This is an optimization exercise on Yosys and OpenROAD, whose aim is small area, a short achievable clock period and few clock cycles per item, not a production implementation. Only simulation tests tie the RTL to the original design; equivalence was not proved. No activity file was given, so power comes from the tool's default toggle rates.

==> flow/design.v <==
package t2t_pkg;
    parameter int unsigned MAC_CLK_FREQ_MHZ  = 156;     
    parameter int unsigned CORE_CLK_FREQ_MHZ = 300;     
    parameter int unsigned PCIE_CLK_FREQ_MHZ = 125;     
    parameter int unsigned CSR_CLK_FREQ_MHZ  = 100;     
    parameter int unsigned AXI_DATA_WIDTH    = 64;      
    parameter int unsigned AXI_KEEP_WIDTH    = AXI_DATA_WIDTH / 8;
    parameter int unsigned TIMESTAMP_WIDTH   = 64;      
    parameter int unsigned MAX_SYMBOLS       = 1024;
    parameter int unsigned SYMBOL_IDX_WIDTH  = $clog2(MAX_SYMBOLS);   
    parameter int unsigned SYMBOL_KEY_WIDTH  = 64;      
    parameter int unsigned BOOK_BANKS        = 4;
    parameter int unsigned PRICE_WIDTH       = 32;
    parameter int unsigned QTY_WIDTH         = 32;
    parameter int unsigned DMA_RECORD_BYTES  = 64;
    parameter int unsigned DMA_RING_DEPTH    = 65536;
    parameter int unsigned DMA_IDX_WIDTH     = $clog2(DMA_RING_DEPTH);   
    parameter int unsigned ITCH_SEQ_WIDTH    = 32;
    parameter int unsigned ITCH_ORDERID_WIDTH = 64;
    typedef enum logic [7:0] {
        ITCH_SYSTEM_EVENT       = 8'h53,   
        ITCH_STOCK_DIRECTORY    = 8'h52,   
        ITCH_STOCK_TRADING_ACTION = 8'h48,  
        ITCH_REG_SHO            = 8'h59,   
        ITCH_MARKET_PARTICIPANT = 8'h4C,   
        ITCH_MWCB_DECLINE       = 8'h56,   
        ITCH_MWCB_STATUS        = 8'h57,   
        ITCH_IPO_QUOTE          = 8'h4B,   
        ITCH_ADD_ORDER          = 8'h41,   
        ITCH_ADD_ORDER_MPID     = 8'h46,   
        ITCH_ORDER_EXECUTED     = 8'h45,   
        ITCH_ORDER_EXECUTED_PX  = 8'h43,   
        ITCH_ORDER_CANCEL       = 8'h58,   
        ITCH_ORDER_DELETE       = 8'h44,   
        ITCH_ORDER_REPLACE      = 8'h55,   
        ITCH_TRADE              = 8'h50,   
        ITCH_CROSS_TRADE        = 8'h51,   
        ITCH_BROKEN_TRADE       = 8'h42,   
        ITCH_NOII               = 8'h49,   
        ITCH_RPII               = 8'h4E,   
        ITCH_UNKNOWN            = 8'hFF
    } itch_msg_type_e;
    typedef enum logic {
        SIDE_BID = 1'b0,
        SIDE_ASK = 1'b1
    } side_e;
    typedef enum logic [3:0] {
        RISK_ACCEPT          = 4'h0,
        RISK_PRICE_BAND      = 4'h1,
        RISK_TOKEN_BUCKET    = 4'h2,
        RISK_POSITION_LIMIT  = 4'h3,
        RISK_KILL_SWITCH     = 4'h4,
        RISK_STALE_DATA      = 4'h5,
        RISK_SEQ_GAP         = 4'h6,
        RISK_HALT            = 4'h7,
        RISK_UNKNOWN_SYMBOL  = 4'h8,
        RISK_RESERVED        = 4'hF
    } risk_reason_e;
    typedef enum logic [3:0] {
        PARSE_OK             = 4'h0,
        PARSE_CRC_ERROR      = 4'h1,
        PARSE_LENGTH_ERROR   = 4'h2,
        PARSE_IP_CHECKSUM    = 4'h3,
        PARSE_UNSUPPORTED    = 4'h4,
        PARSE_TRUNCATED      = 4'h5
    } parse_error_e;
    typedef struct packed {
        logic [TIMESTAMP_WIDTH-1:0] ingress_ts;    
        logic                       crc_ok;         
        logic                       is_multicast;   
        logic [1:0]                 vlan_count;     
        logic [3:0]                 error_flags;    
    } mac_tuser_t;
    typedef struct packed {
        logic [TIMESTAMP_WIDTH-1:0] ingress_ts;
        logic [31:0]                src_ip;
        logic [31:0]                dst_ip;
        logic [15:0]                src_port;
        logic [15:0]                dst_port;
        logic [15:0]                udp_len;
        logic [15:0]                payload_offset;   
        logic [3:0]                 parse_error;
        logic                       is_valid;
    } parsed_pkt_t;
    typedef struct packed {
        logic [TIMESTAMP_WIDTH-1:0] ingress_ts;
        logic [TIMESTAMP_WIDTH-1:0] decode_ts;
        logic [ITCH_SEQ_WIDTH-1:0]  seq_num;
        itch_msg_type_e             msg_type;
        logic [SYMBOL_KEY_WIDTH-1:0] symbol_key;
        logic [SYMBOL_IDX_WIDTH-1:0] symbol_idx;
        logic                       symbol_valid;
        side_e                      side;
        logic [PRICE_WIDTH-1:0]     price;
        logic [QTY_WIDTH-1:0]       qty;
        logic [ITCH_ORDERID_WIDTH-1:0] order_id;
        logic                       is_book_update;   
        logic                       stale;            
        logic [3:0]                 error_flags;
    } itch_msg_t;
    typedef struct packed {
        logic [PRICE_WIDTH-1:0]     bid_px;
        logic [QTY_WIDTH-1:0]       bid_qty;
        logic [PRICE_WIDTH-1:0]     ask_px;
        logic [QTY_WIDTH-1:0]       ask_qty;
        logic [TIMESTAMP_WIDTH-1:0] last_update_ts;
        logic                       valid;
    } tob_entry_t;
    typedef struct packed {
        logic [TIMESTAMP_WIDTH-1:0] ingress_ts;
        logic [TIMESTAMP_WIDTH-1:0] book_ts;
        logic [SYMBOL_IDX_WIDTH-1:0] symbol_idx;
        tob_entry_t                 tob;
        logic [PRICE_WIDTH-1:0]     last_trade_px;
        logic [QTY_WIDTH-1:0]       last_trade_qty;
        logic                       tob_changed;
        logic                       trade_occurred;
        logic                       stale;
        itch_msg_type_e             trigger_msg_type;
    } book_event_t;
    typedef struct packed {
        book_event_t                book_event;
        logic [31:0]                ref_price;        
        logic signed [31:0]         position;         
        logic [31:0]                notional;         
    } risk_input_t;
    typedef struct packed {
        logic                       accept;
        risk_reason_e               reason;
        logic [TIMESTAMP_WIDTH-1:0] decision_ts;
        book_event_t                book_event;       
    } risk_output_t;
    typedef struct packed {
        logic [63:0]                reserved_hi;      
        logic [15:0]                pad;
        logic [15:0]                payload_crc16;
        logic [31:0]                feature2;         
        logic [31:0]                feature1;         
        logic [31:0]                feature0;         
        logic [31:0]                ref_px;
        logic [31:0]                price;
        logic [31:0]                qty;
        logic [7:0]                 flags;
        logic [7:0]                 side;
        logic [15:0]                sym_idx;
        logic [63:0]                ts_dec;
        logic [63:0]                ts_ing;
        logic [31:0]                reserved_lo;
        logic [31:0]                seq;
    } dma_record_t;
    typedef enum logic [11:0] {
        CSR_BUILD_ID        = 12'h000,
        CSR_CTRL            = 12'h004,
        CSR_PRICE_BAND_BPS  = 12'h008,
        CSR_TOKEN_RATE      = 12'h00C,
        CSR_POSITION_LIMIT  = 12'h010,
        CSR_STALE_USEC      = 12'h014,
        CSR_SEQ_GAP_THR     = 12'h018,
        CSR_KILL            = 12'h01C,
        CSR_SYMTAB_DATA     = 12'h020,
        CSR_SYMTAB_COMMIT   = 12'h040,
        CSR_LAT_HIST_BASE   = 12'h100,
        CSR_DROPS           = 12'h180,
        CSR_CRC_BAD         = 12'h184,
        CSR_SEQ_GAPS        = 12'h188,
        CSR_ACCEPTS         = 12'h18C,
        CSR_BLOCKS          = 12'h190,
        CSR_EVENT_LOG       = 12'h200,
        CSR_RING_BASE_LO    = 12'h300,
        CSR_RING_BASE_HI    = 12'h304,
        CSR_RING_LEN        = 12'h308,
        CSR_PROD_IDX        = 12'h320,
        CSR_CONS_IDX_SHADOW = 12'h324,
        CSR_MSIX_CFG        = 12'h328
    } csr_addr_e;
endpackage
module itch_decoder #(
    parameter int unsigned MAX_MSG_BYTES = 64
) (
    input  logic                    clk,
    input  logic                    rst_n,
    input  logic [MAX_MSG_BYTES*8-1:0] s_axis_tdata,
    input  logic [7:0]              s_axis_tkeep,       
    input  logic                    s_axis_tlast,
    input  logic [95:0]             s_axis_tuser,       
    input  logic                    s_axis_tvalid,
    output logic                    s_axis_tready,
    output t2t_pkg::itch_msg_t               decoded_msg,
    output logic                    decoded_valid,
    input  logic                    decoded_ready,
    output logic [t2t_pkg::SYMBOL_KEY_WIDTH-1:0] sym_lookup_key,
    output logic                    sym_lookup_valid,
    input  logic [t2t_pkg::SYMBOL_IDX_WIDTH-1:0] sym_lookup_idx,
    input  logic                    sym_lookup_hit,
    input  logic                    sym_lookup_ready,
    output logic [31:0]             stat_add_orders,
    output logic [31:0]             stat_executes,
    output logic [31:0]             stat_cancels,
    output logic [31:0]             stat_deletes,
    output logic [31:0]             stat_replaces,
    output logic [31:0]             stat_trades,
    output logic [31:0]             stat_unknown
);
    typedef enum logic [2:0] {
        DEC_IDLE,
        DEC_PARSE,
        DEC_LOOKUP,
        DEC_EMIT
    } dec_state_e;
    dec_state_e state;
    logic [MAX_MSG_BYTES*8-1:0] msg_data;
    logic [7:0]  msg_len;
    logic [31:0] msg_seq;
    logic [7:0]  msg_type;
    logic [7:0]  msg_flags;
    logic [63:0] ingress_ts;
    logic [15:0] stock_locate;
    logic [15:0] tracking_num;
    logic [47:0] itch_timestamp;
    logic [63:0] order_ref;
    logic [7:0]  side_char;
    logic [31:0] shares;
    logic [63:0] stock_symbol;
    logic [31:0] price;
    logic [63:0] new_order_ref;      
    logic [31:0] canceled_shares;    
    logic [31:0] executed_shares;    
    logic [31:0] execution_price;    
    logic [63:0] match_number;       
    t2t_pkg::itch_msg_t   decoded_reg;
    logic        decode_valid;
    always_ff @(posedge clk or negedge rst_n) begin
        if (!rst_n) begin
            state         <= DEC_IDLE;
            msg_data      <= '0;
            msg_len       <= '0;
            msg_seq       <= '0;
            msg_type      <= '0;
            msg_flags     <= '0;
            ingress_ts    <= '0;
            decoded_reg   <= '0;
            decode_valid  <= 1'b0;
        end else begin
            case (state)
                DEC_IDLE: begin
                    decode_valid <= 1'b0;
                    if (s_axis_tvalid && s_axis_tready) begin
                        msg_data   <= s_axis_tdata;
                        msg_len    <= s_axis_tkeep;
                        msg_seq    <= s_axis_tuser[95:64];
                        msg_type   <= s_axis_tuser[63:56];
                        msg_flags  <= s_axis_tuser[55:48];
                        ingress_ts <= s_axis_tuser[47:0];
                        state <= DEC_PARSE;
                    end
                end
                DEC_PARSE: begin
                    stock_locate   <= {msg_data[8 +: 8], msg_data[16 +: 8]};
                    tracking_num   <= {msg_data[24 +: 8], msg_data[32 +: 8]};
                    itch_timestamp <= {msg_data[40 +: 8], msg_data[48 +: 8], msg_data[56 +: 8], msg_data[64 +: 8], msg_data[72 +: 8], msg_data[80 +: 8]};
                    decoded_reg.ingress_ts   <= ingress_ts;
                    decoded_reg.decode_ts    <= '0;   
                    decoded_reg.seq_num      <= msg_seq;
                    decoded_reg.msg_type     <= t2t_pkg::itch_msg_type_e'(msg_type);
                    decoded_reg.stale        <= msg_flags[7];   
                    decoded_reg.error_flags  <= msg_flags[3:0];
                    case (msg_type)
                        8'h41: begin   
                            order_ref    <= {msg_data[88 +: 8], msg_data[96 +: 8], msg_data[104 +: 8], msg_data[112 +: 8], msg_data[120 +: 8], msg_data[128 +: 8], msg_data[136 +: 8], msg_data[144 +: 8]};
                            side_char    <= msg_data[152 +: 8];
                            shares       <= {msg_data[160 +: 8], msg_data[168 +: 8], msg_data[176 +: 8], msg_data[184 +: 8]};
                            stock_symbol <= {msg_data[192 +: 8], msg_data[200 +: 8], msg_data[208 +: 8], msg_data[216 +: 8], msg_data[224 +: 8], msg_data[232 +: 8], msg_data[240 +: 8], msg_data[248 +: 8]};
                            price        <= {msg_data[256 +: 8], msg_data[264 +: 8], msg_data[272 +: 8], msg_data[280 +: 8]};
                            decoded_reg.order_id      <= {msg_data[88 +: 8], msg_data[96 +: 8], msg_data[104 +: 8], msg_data[112 +: 8], msg_data[120 +: 8], msg_data[128 +: 8], msg_data[136 +: 8], msg_data[144 +: 8]};
                            decoded_reg.side          <= (msg_data[152 +: 8] == 8'h42) ? t2t_pkg::SIDE_BID : t2t_pkg::SIDE_ASK;
                            decoded_reg.qty           <= {msg_data[160 +: 8], msg_data[168 +: 8], msg_data[176 +: 8], msg_data[184 +: 8]};
                            decoded_reg.symbol_key    <= {msg_data[192 +: 8], msg_data[200 +: 8], msg_data[208 +: 8], msg_data[216 +: 8], msg_data[224 +: 8], msg_data[232 +: 8], msg_data[240 +: 8], msg_data[248 +: 8]};
                            decoded_reg.price         <= {msg_data[256 +: 8], msg_data[264 +: 8], msg_data[272 +: 8], msg_data[280 +: 8]};
                            decoded_reg.is_book_update <= 1'b1;
                            state <= DEC_LOOKUP;
                        end
                        8'h46: begin   
                            order_ref    <= {msg_data[88 +: 8], msg_data[96 +: 8], msg_data[104 +: 8], msg_data[112 +: 8], msg_data[120 +: 8], msg_data[128 +: 8], msg_data[136 +: 8], msg_data[144 +: 8]};
                            side_char    <= msg_data[152 +: 8];
                            shares       <= {msg_data[160 +: 8], msg_data[168 +: 8], msg_data[176 +: 8], msg_data[184 +: 8]};
                            stock_symbol <= {msg_data[192 +: 8], msg_data[200 +: 8], msg_data[208 +: 8], msg_data[216 +: 8], msg_data[224 +: 8], msg_data[232 +: 8], msg_data[240 +: 8], msg_data[248 +: 8]};
                            price        <= {msg_data[256 +: 8], msg_data[264 +: 8], msg_data[272 +: 8], msg_data[280 +: 8]};
                            decoded_reg.order_id      <= {msg_data[88 +: 8], msg_data[96 +: 8], msg_data[104 +: 8], msg_data[112 +: 8], msg_data[120 +: 8], msg_data[128 +: 8], msg_data[136 +: 8], msg_data[144 +: 8]};
                            decoded_reg.side          <= (msg_data[152 +: 8] == 8'h42) ? t2t_pkg::SIDE_BID : t2t_pkg::SIDE_ASK;
                            decoded_reg.qty           <= {msg_data[160 +: 8], msg_data[168 +: 8], msg_data[176 +: 8], msg_data[184 +: 8]};
                            decoded_reg.symbol_key    <= {msg_data[192 +: 8], msg_data[200 +: 8], msg_data[208 +: 8], msg_data[216 +: 8], msg_data[224 +: 8], msg_data[232 +: 8], msg_data[240 +: 8], msg_data[248 +: 8]};
                            decoded_reg.price         <= {msg_data[256 +: 8], msg_data[264 +: 8], msg_data[272 +: 8], msg_data[280 +: 8]};
                            decoded_reg.is_book_update <= 1'b1;
                            state <= DEC_LOOKUP;
                        end
                        8'h45: begin   
                            order_ref       <= {msg_data[88 +: 8], msg_data[96 +: 8], msg_data[104 +: 8], msg_data[112 +: 8], msg_data[120 +: 8], msg_data[128 +: 8], msg_data[136 +: 8], msg_data[144 +: 8]};
                            executed_shares <= {msg_data[152 +: 8], msg_data[160 +: 8], msg_data[168 +: 8], msg_data[176 +: 8]};
                            match_number    <= {msg_data[184 +: 8], msg_data[192 +: 8], msg_data[200 +: 8], msg_data[208 +: 8], msg_data[216 +: 8], msg_data[224 +: 8], msg_data[232 +: 8], msg_data[240 +: 8]};
                            decoded_reg.order_id      <= {msg_data[88 +: 8], msg_data[96 +: 8], msg_data[104 +: 8], msg_data[112 +: 8], msg_data[120 +: 8], msg_data[128 +: 8], msg_data[136 +: 8], msg_data[144 +: 8]};
                            decoded_reg.qty           <= {msg_data[152 +: 8], msg_data[160 +: 8], msg_data[168 +: 8], msg_data[176 +: 8]};
                            decoded_reg.is_book_update <= 1'b1;
                            state <= DEC_EMIT;   
                        end
                        8'h43: begin   
                            order_ref       <= {msg_data[88 +: 8], msg_data[96 +: 8], msg_data[104 +: 8], msg_data[112 +: 8], msg_data[120 +: 8], msg_data[128 +: 8], msg_data[136 +: 8], msg_data[144 +: 8]};
                            executed_shares <= {msg_data[152 +: 8], msg_data[160 +: 8], msg_data[168 +: 8], msg_data[176 +: 8]};
                            match_number    <= {msg_data[184 +: 8], msg_data[192 +: 8], msg_data[200 +: 8], msg_data[208 +: 8], msg_data[216 +: 8], msg_data[224 +: 8], msg_data[232 +: 8], msg_data[240 +: 8]};
                            execution_price <= {msg_data[256 +: 8], msg_data[264 +: 8], msg_data[272 +: 8], msg_data[280 +: 8]};
                            decoded_reg.order_id      <= {msg_data[88 +: 8], msg_data[96 +: 8], msg_data[104 +: 8], msg_data[112 +: 8], msg_data[120 +: 8], msg_data[128 +: 8], msg_data[136 +: 8], msg_data[144 +: 8]};
                            decoded_reg.qty           <= {msg_data[152 +: 8], msg_data[160 +: 8], msg_data[168 +: 8], msg_data[176 +: 8]};
                            decoded_reg.price         <= {msg_data[256 +: 8], msg_data[264 +: 8], msg_data[272 +: 8], msg_data[280 +: 8]};
                            decoded_reg.is_book_update <= 1'b1;
                            state <= DEC_EMIT;
                        end
                        8'h58: begin   
                            order_ref        <= {msg_data[88 +: 8], msg_data[96 +: 8], msg_data[104 +: 8], msg_data[112 +: 8], msg_data[120 +: 8], msg_data[128 +: 8], msg_data[136 +: 8], msg_data[144 +: 8]};
                            canceled_shares  <= {msg_data[152 +: 8], msg_data[160 +: 8], msg_data[168 +: 8], msg_data[176 +: 8]};
                            decoded_reg.order_id      <= {msg_data[88 +: 8], msg_data[96 +: 8], msg_data[104 +: 8], msg_data[112 +: 8], msg_data[120 +: 8], msg_data[128 +: 8], msg_data[136 +: 8], msg_data[144 +: 8]};
                            decoded_reg.qty           <= {msg_data[152 +: 8], msg_data[160 +: 8], msg_data[168 +: 8], msg_data[176 +: 8]};
                            decoded_reg.is_book_update <= 1'b1;
                            state <= DEC_EMIT;
                        end
                        8'h44: begin   
                            order_ref <= {msg_data[88 +: 8], msg_data[96 +: 8], msg_data[104 +: 8], msg_data[112 +: 8], msg_data[120 +: 8], msg_data[128 +: 8], msg_data[136 +: 8], msg_data[144 +: 8]};
                            decoded_reg.order_id      <= {msg_data[88 +: 8], msg_data[96 +: 8], msg_data[104 +: 8], msg_data[112 +: 8], msg_data[120 +: 8], msg_data[128 +: 8], msg_data[136 +: 8], msg_data[144 +: 8]};
                            decoded_reg.qty           <= '0;
                            decoded_reg.is_book_update <= 1'b1;
                            state <= DEC_EMIT;
                        end
                        8'h55: begin   
                            order_ref     <= {msg_data[88 +: 8], msg_data[96 +: 8], msg_data[104 +: 8], msg_data[112 +: 8], msg_data[120 +: 8], msg_data[128 +: 8], msg_data[136 +: 8], msg_data[144 +: 8]};
                            new_order_ref <= {msg_data[152 +: 8], msg_data[160 +: 8], msg_data[168 +: 8], msg_data[176 +: 8], msg_data[184 +: 8], msg_data[192 +: 8], msg_data[200 +: 8], msg_data[208 +: 8]};
                            shares        <= {msg_data[216 +: 8], msg_data[224 +: 8], msg_data[232 +: 8], msg_data[240 +: 8]};
                            price         <= {msg_data[248 +: 8], msg_data[256 +: 8], msg_data[264 +: 8], msg_data[272 +: 8]};
                            decoded_reg.order_id      <= {msg_data[152 +: 8], msg_data[160 +: 8], msg_data[168 +: 8], msg_data[176 +: 8], msg_data[184 +: 8], msg_data[192 +: 8], msg_data[200 +: 8], msg_data[208 +: 8]};   
                            decoded_reg.qty           <= {msg_data[216 +: 8], msg_data[224 +: 8], msg_data[232 +: 8], msg_data[240 +: 8]};
                            decoded_reg.price         <= {msg_data[248 +: 8], msg_data[256 +: 8], msg_data[264 +: 8], msg_data[272 +: 8]};
                            decoded_reg.is_book_update <= 1'b1;
                            state <= DEC_EMIT;
                        end
                        8'h50: begin   
                            order_ref    <= {msg_data[88 +: 8], msg_data[96 +: 8], msg_data[104 +: 8], msg_data[112 +: 8], msg_data[120 +: 8], msg_data[128 +: 8], msg_data[136 +: 8], msg_data[144 +: 8]};
                            side_char    <= msg_data[152 +: 8];
                            shares       <= {msg_data[160 +: 8], msg_data[168 +: 8], msg_data[176 +: 8], msg_data[184 +: 8]};
                            stock_symbol <= {msg_data[192 +: 8], msg_data[200 +: 8], msg_data[208 +: 8], msg_data[216 +: 8], msg_data[224 +: 8], msg_data[232 +: 8], msg_data[240 +: 8], msg_data[248 +: 8]};
                            price        <= {msg_data[256 +: 8], msg_data[264 +: 8], msg_data[272 +: 8], msg_data[280 +: 8]};
                            match_number <= {msg_data[288 +: 8], msg_data[296 +: 8], msg_data[304 +: 8], msg_data[312 +: 8], msg_data[320 +: 8], msg_data[328 +: 8], msg_data[336 +: 8], msg_data[344 +: 8]};
                            decoded_reg.order_id      <= {msg_data[88 +: 8], msg_data[96 +: 8], msg_data[104 +: 8], msg_data[112 +: 8], msg_data[120 +: 8], msg_data[128 +: 8], msg_data[136 +: 8], msg_data[144 +: 8]};
                            decoded_reg.side          <= (msg_data[152 +: 8] == 8'h42) ? t2t_pkg::SIDE_BID : t2t_pkg::SIDE_ASK;
                            decoded_reg.qty           <= {msg_data[160 +: 8], msg_data[168 +: 8], msg_data[176 +: 8], msg_data[184 +: 8]};
                            decoded_reg.symbol_key    <= {msg_data[192 +: 8], msg_data[200 +: 8], msg_data[208 +: 8], msg_data[216 +: 8], msg_data[224 +: 8], msg_data[232 +: 8], msg_data[240 +: 8], msg_data[248 +: 8]};
                            decoded_reg.price         <= {msg_data[256 +: 8], msg_data[264 +: 8], msg_data[272 +: 8], msg_data[280 +: 8]};
                            decoded_reg.is_book_update <= 1'b1;
                            state <= DEC_LOOKUP;
                        end
                        8'h53: begin   
                            decoded_reg.is_book_update <= 1'b0;
                            state <= DEC_EMIT;
                        end
                        8'h52: begin   
                            stock_symbol <= {msg_data[88 +: 8], msg_data[96 +: 8], msg_data[104 +: 8], msg_data[112 +: 8], msg_data[120 +: 8], msg_data[128 +: 8], msg_data[136 +: 8], msg_data[144 +: 8]};
                            decoded_reg.symbol_key    <= {msg_data[88 +: 8], msg_data[96 +: 8], msg_data[104 +: 8], msg_data[112 +: 8], msg_data[120 +: 8], msg_data[128 +: 8], msg_data[136 +: 8], msg_data[144 +: 8]};
                            decoded_reg.is_book_update <= 1'b0;
                            state <= DEC_LOOKUP;
                        end
                        default: begin
                            decoded_reg.is_book_update <= 1'b0;
                            decoded_reg.error_flags   <= 4'hF;
                            state <= DEC_EMIT;
                        end
                    endcase
                end
                DEC_LOOKUP: begin
                    if (sym_lookup_ready) begin
                        decoded_reg.symbol_idx   <= sym_lookup_idx;
                        decoded_reg.symbol_valid <= sym_lookup_hit;
                        state <= DEC_EMIT;
                    end
                end
                DEC_EMIT: begin
                    decode_valid <= 1'b1;
                    if (decoded_ready) begin
                        state <= DEC_IDLE;
                    end
                end
            endcase
        end
    end
    assign sym_lookup_key   = decoded_reg.symbol_key;
    assign sym_lookup_valid = (state == DEC_LOOKUP);
    assign decoded_msg   = decoded_reg;
    assign decoded_valid = (state == DEC_EMIT);
    assign s_axis_tready = (state == DEC_IDLE);
    always_ff @(posedge clk or negedge rst_n) begin
        if (!rst_n) begin
            stat_add_orders <= '0;
            stat_executes   <= '0;
            stat_cancels    <= '0;
            stat_deletes    <= '0;
            stat_replaces   <= '0;
            stat_trades     <= '0;
            stat_unknown    <= '0;
        end else if (decoded_valid && decoded_ready) begin
            case (decoded_reg.msg_type)
                t2t_pkg::ITCH_ADD_ORDER, t2t_pkg::ITCH_ADD_ORDER_MPID:
                    stat_add_orders <= stat_add_orders + 1'b1;
                t2t_pkg::ITCH_ORDER_EXECUTED, t2t_pkg::ITCH_ORDER_EXECUTED_PX:
                    stat_executes <= stat_executes + 1'b1;
                t2t_pkg::ITCH_ORDER_CANCEL:
                    stat_cancels <= stat_cancels + 1'b1;
                t2t_pkg::ITCH_ORDER_DELETE:
                    stat_deletes <= stat_deletes + 1'b1;
                t2t_pkg::ITCH_ORDER_REPLACE:
                    stat_replaces <= stat_replaces + 1'b1;
                t2t_pkg::ITCH_TRADE:
                    stat_trades <= stat_trades + 1'b1;
                default:
                    stat_unknown <= stat_unknown + 1'b1;
            endcase
        end
    end
endmodule
module itch_decoder_top (
    input  logic          clk,
    input  logic          rst_n,
    input  logic [511:0]  s_axis_tdata,
    input  logic [7:0]    s_axis_tkeep,
    input  logic          s_axis_tlast,
    input  logic [95:0]   s_axis_tuser,
    input  logic          s_axis_tvalid,
    output logic          s_axis_tready,
    output logic [63:0]   dec_ingress_ts,
    output logic [63:0]   dec_decode_ts,
    output logic [31:0]   dec_seq_num,
    output logic [7:0]    dec_msg_type,
    output logic [63:0]   dec_symbol_key,
    output logic [9:0]    dec_symbol_idx,
    output logic          dec_symbol_valid,
    output logic          dec_side,
    output logic [31:0]   dec_price,
    output logic [31:0]   dec_qty,
    output logic [63:0]   dec_order_id,
    output logic          dec_is_book_update,
    output logic          dec_stale,
    output logic [3:0]    dec_error_flags,
    output logic          decoded_valid,
    input  logic          decoded_ready,
    output logic [63:0]   sym_lookup_key,
    output logic          sym_lookup_valid,
    input  logic [9:0]    sym_lookup_idx,
    input  logic          sym_lookup_hit,
    input  logic          sym_lookup_ready,
    output logic [31:0]   stat_add_orders,
    output logic [31:0]   stat_executes,
    output logic [31:0]   stat_cancels,
    output logic [31:0]   stat_deletes,
    output logic [31:0]   stat_replaces,
    output logic [31:0]   stat_trades,
    output logic [31:0]   stat_unknown
);
    t2t_pkg::itch_msg_t decoded_msg;
    itch_decoder #(
        .MAX_MSG_BYTES (64)
    ) u_decoder (
        .clk              (clk),
        .rst_n            (rst_n),
        .s_axis_tdata     (s_axis_tdata),
        .s_axis_tkeep     (s_axis_tkeep),
        .s_axis_tlast     (s_axis_tlast),
        .s_axis_tuser     (s_axis_tuser),
        .s_axis_tvalid    (s_axis_tvalid),
        .s_axis_tready    (s_axis_tready),
        .decoded_msg      (decoded_msg),
        .decoded_valid    (decoded_valid),
        .decoded_ready    (decoded_ready),
        .sym_lookup_key   (sym_lookup_key),
        .sym_lookup_valid (sym_lookup_valid),
        .sym_lookup_idx   (sym_lookup_idx),
        .sym_lookup_hit   (sym_lookup_hit),
        .sym_lookup_ready (sym_lookup_ready),
        .stat_add_orders  (stat_add_orders),
        .stat_executes    (stat_executes),
        .stat_cancels     (stat_cancels),
        .stat_deletes     (stat_deletes),
        .stat_replaces    (stat_replaces),
        .stat_trades      (stat_trades),
        .stat_unknown     (stat_unknown)
    );
    assign dec_ingress_ts     = decoded_msg.ingress_ts;
    assign dec_decode_ts      = decoded_msg.decode_ts;
    assign dec_seq_num        = decoded_msg.seq_num;
    assign dec_msg_type       = decoded_msg.msg_type;
    assign dec_symbol_key     = decoded_msg.symbol_key;
    assign dec_symbol_idx     = decoded_msg.symbol_idx;
    assign dec_symbol_valid   = decoded_msg.symbol_valid;
    assign dec_side           = decoded_msg.side;
    assign dec_price          = decoded_msg.price;
    assign dec_qty            = decoded_msg.qty;
    assign dec_order_id       = decoded_msg.order_id;
    assign dec_is_book_update = decoded_msg.is_book_update;
    assign dec_stale          = decoded_msg.stale;
    assign dec_error_flags    = decoded_msg.error_flags;
endmodule
==> flow/run.sh <==
#!/bin/bash
# synth_recipe.tcl (not shown) runs the flow's synth.tcl, then flattens the netlist and writes it again
# the make line also repeats each setting of config.mk as NAME=value (left out here)
make -C /OpenROAD-flow-scripts/flow DESIGN_CONFIG=/design/flow/config.mk WORK_HOME=/design/flow/orfs CLKGATE_MAP_FILE= SYNTH_SCRIPT=/design/flow/synth_recipe.tcl finish
==> flow/config.mk <==
export PLATFORM = sky130hd
export DESIGN_NAME = itch_decoder_top
export DESIGN_NICKNAME = itch_decoder_top
export VERILOG_FILES = /design/flow/design.v
export SDC_FILE = /design/flow/constraint.sdc
export NUM_CORES = 4
export LEC_CHECK = 0
export CAP_MARGIN = 20
export CORE_AREA = 5 5 455 455
export DIE_AREA = 0 0 460 460
export SLEW_MARGIN = 20
==> flow/constraint.sdc <==
create_clock -name core_clock -period 3.3 [get_ports {clk}]
set_input_delay 0.6600 -clock core_clock [delete_from_list [all_inputs] [get_ports {clk}]]
set_output_delay 0.6600 -clock core_clock [all_outputs]
set_load 0.01 [all_outputs]
==> metrics.md <==
| Metric | Value |
|---|---|
| FMAX | 321 MHz |
| Yosys top cell by area | dfrtp_1 |
| Asr flop ratio synth | 100% |
| Outcome | complete, no violations |
| EDFF count, synth | 0 |
| Global-route wire length before repair | 227000 microns |
| Pint | about 28 mW |
| Switch Pwr | roughly 16 mW |
| Port bufs | roughly 900 |
| Max-slew violation count | 0 |
| Combinational power share | 34.5% |
| Largest register FFs | between 200 and 300 |
| Number of H-tree levels | 3 |
| Seq pwr share | between 30% and 40% |
| Sw Share | between 30% and 40% |
| CTS tree | done |
| DP HPWL | 132000 microns |
| Via count | 26900 |
| Root Buffer | clkbuf_16 |
| Core area | between 200000 and 250000 sq um |
| Pin slew with the least headroom to its limit | roughly 0.86 ns |
| DR WL/cell | between 20 and 30 microns |
| CTS clock-pin slew for the worst setup and hold paths | roughly 0.060 ns |
| Clk pwr share | approximately 26% |
| Starting Density | 17.4% |
| Chip Width | about 460 microns |
| CTS buffer count | just under 100 |
| Worst skew pair latency | slightly below 0.8 ns |
| Largest net degree at the start of global routing | 129 |
| Main flop type after synthesis | dfrtp_1 |
| Lkg Pwr | about 22 nW |
| Distinct cells, synth | 63 |
| Critical path launch point type | register |
| Initial DRC Count | approximately 2100 |
| CP endpoint kind | primary output |
| Critical path peak fanout | 4 |
| Slew HR | between 40% and 50% |
| Routability congestion estimate | a little under 0.9 |
| Synth Area per Inst | 12.0 sq um |
| Post-synthesis register bit count | between 800 and 900 |
| Vias in the first global route | around 28000 |
| Share of Yosys cell area claimed by the top area cell type | around 58% |
| Synth area leaders | dfrtp_1 58%, mux2_2 13%, xnor2_1 3.3% |
| Critical path cell sequence | inv_1 > ha_1 > clkdlybuf4s50_1 |
| Post-DR vias/cell | roughly 4 |
| CP max stage cell | clkdlybuf4s50_1 |
| Fin. Hold Viols | 0 |
| Hold crit path type | input port to async pin |
| Worst path required time | between 2 and 3 ns |
| Commonest cells after routing, fill and taps aside | 895 x clkdlybuf4s50_1, 817 x dfrtp_1, 398 x mux2_2 |
| Post-Syn Instances | around 3000 |
| Share of cells above drive strength 1 | between 15 and 20% |
| Seq/Total Area, Yosys | between 50% and 60% |
| Chip height | 460 microns |
| Setup TNS | 0 ns |
| NumNets Final | ~4500 |
| Area grow syn2layout | 44.3% |
| Largest stage delay, worst path | around 0.88 ns |
| Final ANT Viol Nets | 0 |
| Skew final | 0.0793 ns |
| DR DRC count | 0 |
| Total GRT Usage | between 15 and 20% |
| CTS Sinks | 817 |
| Synth warn | 1 |
| CP arrival | between 2 and 2.5 ns |
| Remaining Overflow, GRT | 0 |
| Synthesized area | ~35000 sq um |
| Die area | 212000 sq um |
| Pwr per Cell Area | 862 nW/um^2 |
| Most common cell after layout, fill and taps aside | clkdlybuf4s50_1 |
| CP Class | register to primary output |
| RSZ-0062 raised after global routing | false |
| Maxcap violations | 0 |
| Clock buffer depth | 3 |
| Total power | between 40 and 50 mW |
| Worst hold slack | 0.443 ns |
| Final wirelength | around 170000 microns |
| Post-CTS Setup Bufs | 0 |
| VDD IR-drop max | about 0.61 mV |
| Final critical-path share of the clock period | 94.4% |
| Tmin final | slightly above 3 ns |
| Final Setup Violations | 0 |
| Row cnt | 165 |
| Initial antenna violation count | about 100 |
| Pre-Repair DR Iteration Count | 8 |
| # IOs | around 1300 |
-- cell usage after synthesis, types with 5 or more instances --
cell type,number
a21oi_1,69
a222oi_1,33
a31oi_1,65
and2_1,9
and3_1,66
and4_1,28
buf_1,12
buf_2,30
buf_4,144
clkbuf_1,102
dfrtp_1,817
ha_1,12
inv_1,36
mux2_2,398
mux2i_1,64
nand2_1,312
nand2b_1,8
nand3_1,71
nand4_1,56
nor2_1,160
nor2b_1,5
nor3_1,36
nor3_2,6
nor3b_1,7
nor4_1,17
o21ai_0,73
o21ai_1,30
o22a_1,5
xnor2_1,134
xor2_1,87
-- stage by stage --
| step | cells | setup slack [ns] | util (%) | instance area (sq um) |
|---|---|---|---|---|
| finish | 6604 | 0.186 | 25.2 | 50800 |
| global route | 6589 | 0.00530 | 25.2 | 50800 |
| CTS | 6582 | 0.0939 | 25.1 | 50800 |
| detailed placement | 6398 | 0.122 | 23.5 | 47400 |
| global placement | 6398 | 0.121 | 23.5 | 47400 |
| floorplan | 3020 | 1.02 | - | 35500 |
-- power groups by stage --
stage / combinational, mW / sequential, mW / clock [mW]
CTS: 15.5 / 17.4 / 11.8
floorplan: 6.96 / 16.3 / 0
detailed placement: 15.4 / 17.5 / 0
global route: 16.3 / 17.8 / 12.1
global placement: 15.2 / 17.4 / 0
finish: 15.1 / 17.4 / 11.4
-- cell type report --
cell class / instances / area [sq um]
diodes: 22 / 55.1
clock buffers: 138 / 2810
clock inverters: 45 / 556
fillers: 21300 / 151000
inverters: 36 / 135
multi-input cells: 1877 / 13300
flip-flops and latches: 817 / 20400
well taps: 2672 / 3340
repair buffers: 997 / 10100
-- logic make-up after synthesis --
kind of cell | synth area share (%)
compound gates | 4.87
xor+xnor | 5.49
fa+ha+maj | 0.426
buf+inv | 5.16
flops | 58.0
mux | 14.5
other cells | 0.0106
simple gates | 11.5
-- layer usage --
layer	global-route usage [%]	vias up	routed length, microns	share of wire, %
met2	22.9	1199	71800	43
met1	19.1	13500	68400	41
li1	-	11900	-	-
met5	0	-	442	0.27
met4	5.52	70	6560	4.0
met3	6.76	278	18600	11
-- worst max-delay path, delay by kind of cell, from the launching register on --
family,cells,cell delay (ns)
flip-flops,1,0.45
buffers and inverters,2,1.04
adder cells (fa/ha/maj),1,0.23
-- repair_timing --
item / 4_1_cts / 5_1_grt
setup endpoints to repair: 2 / 0
resized for setup: 2 / 0
endpoints found under the hold margin: 42 / 0
hold buffers: 1 / 0
-- final timing paths --
| kind | start | to | slack, ns | depth (start not counted) |
|---|---|---|---|---|
| worst max-delay path | u_decoder.state[0] | sym_lookup_valid | 0.19 | 3 |
| worst min-delay path | rst_n | u_decoder.msg_data[189] | 0.44 | 2 |
| worst max register to register | u_decoder.decoded_reg[215] | u_decoder.stat_replaces[21] | 0.50 | 6 |
| worst min register to register | u_decoder.ingress_ts[33] | u_decoder.decoded_reg[347] | 0.46 | 1 |
| max in group asynchronous | rst_n | u_decoder.stat_deletes[5] | 1.70 | 4 |
| min in group core_clock | u_decoder.ingress_ts[33] | u_decoder.decoded_reg[347] | 0.46 | 1 |
Testbench counts, summed over its fixed seeds: cycles 56,782, items 16,000.

[afterwards: timing with drivers on the ports]
The flow's constraints put no driver on any port. The routed layout listed below was extracted and timed again, unchanged, in two steps.
Step 1, drivers: a clkbuf_16 drives clk and a buf_2 each remaining input, both assumed.
Step 2 times the ports against the registers' clock, not the clock port: input delays grow and output delays shrink by t, the midpoint of the rising clock arrivals with the driver on.
Three values: no drivers, after step 1, after step 2; two values: the first two.
t (ns): 0.801
setup slack, ns: 0.186 / 0.111 / 0.086
worst hold slack (ns): 0.443 / 0.392 / 0.456
worst setup path at the end: input to register
worst slew at a driven data input, ns: 0.27
After both steps setup and hold are still met in this run. The setup slack of this run moves by -0.075 ns with the drivers and by -0.100 ns with both steps.
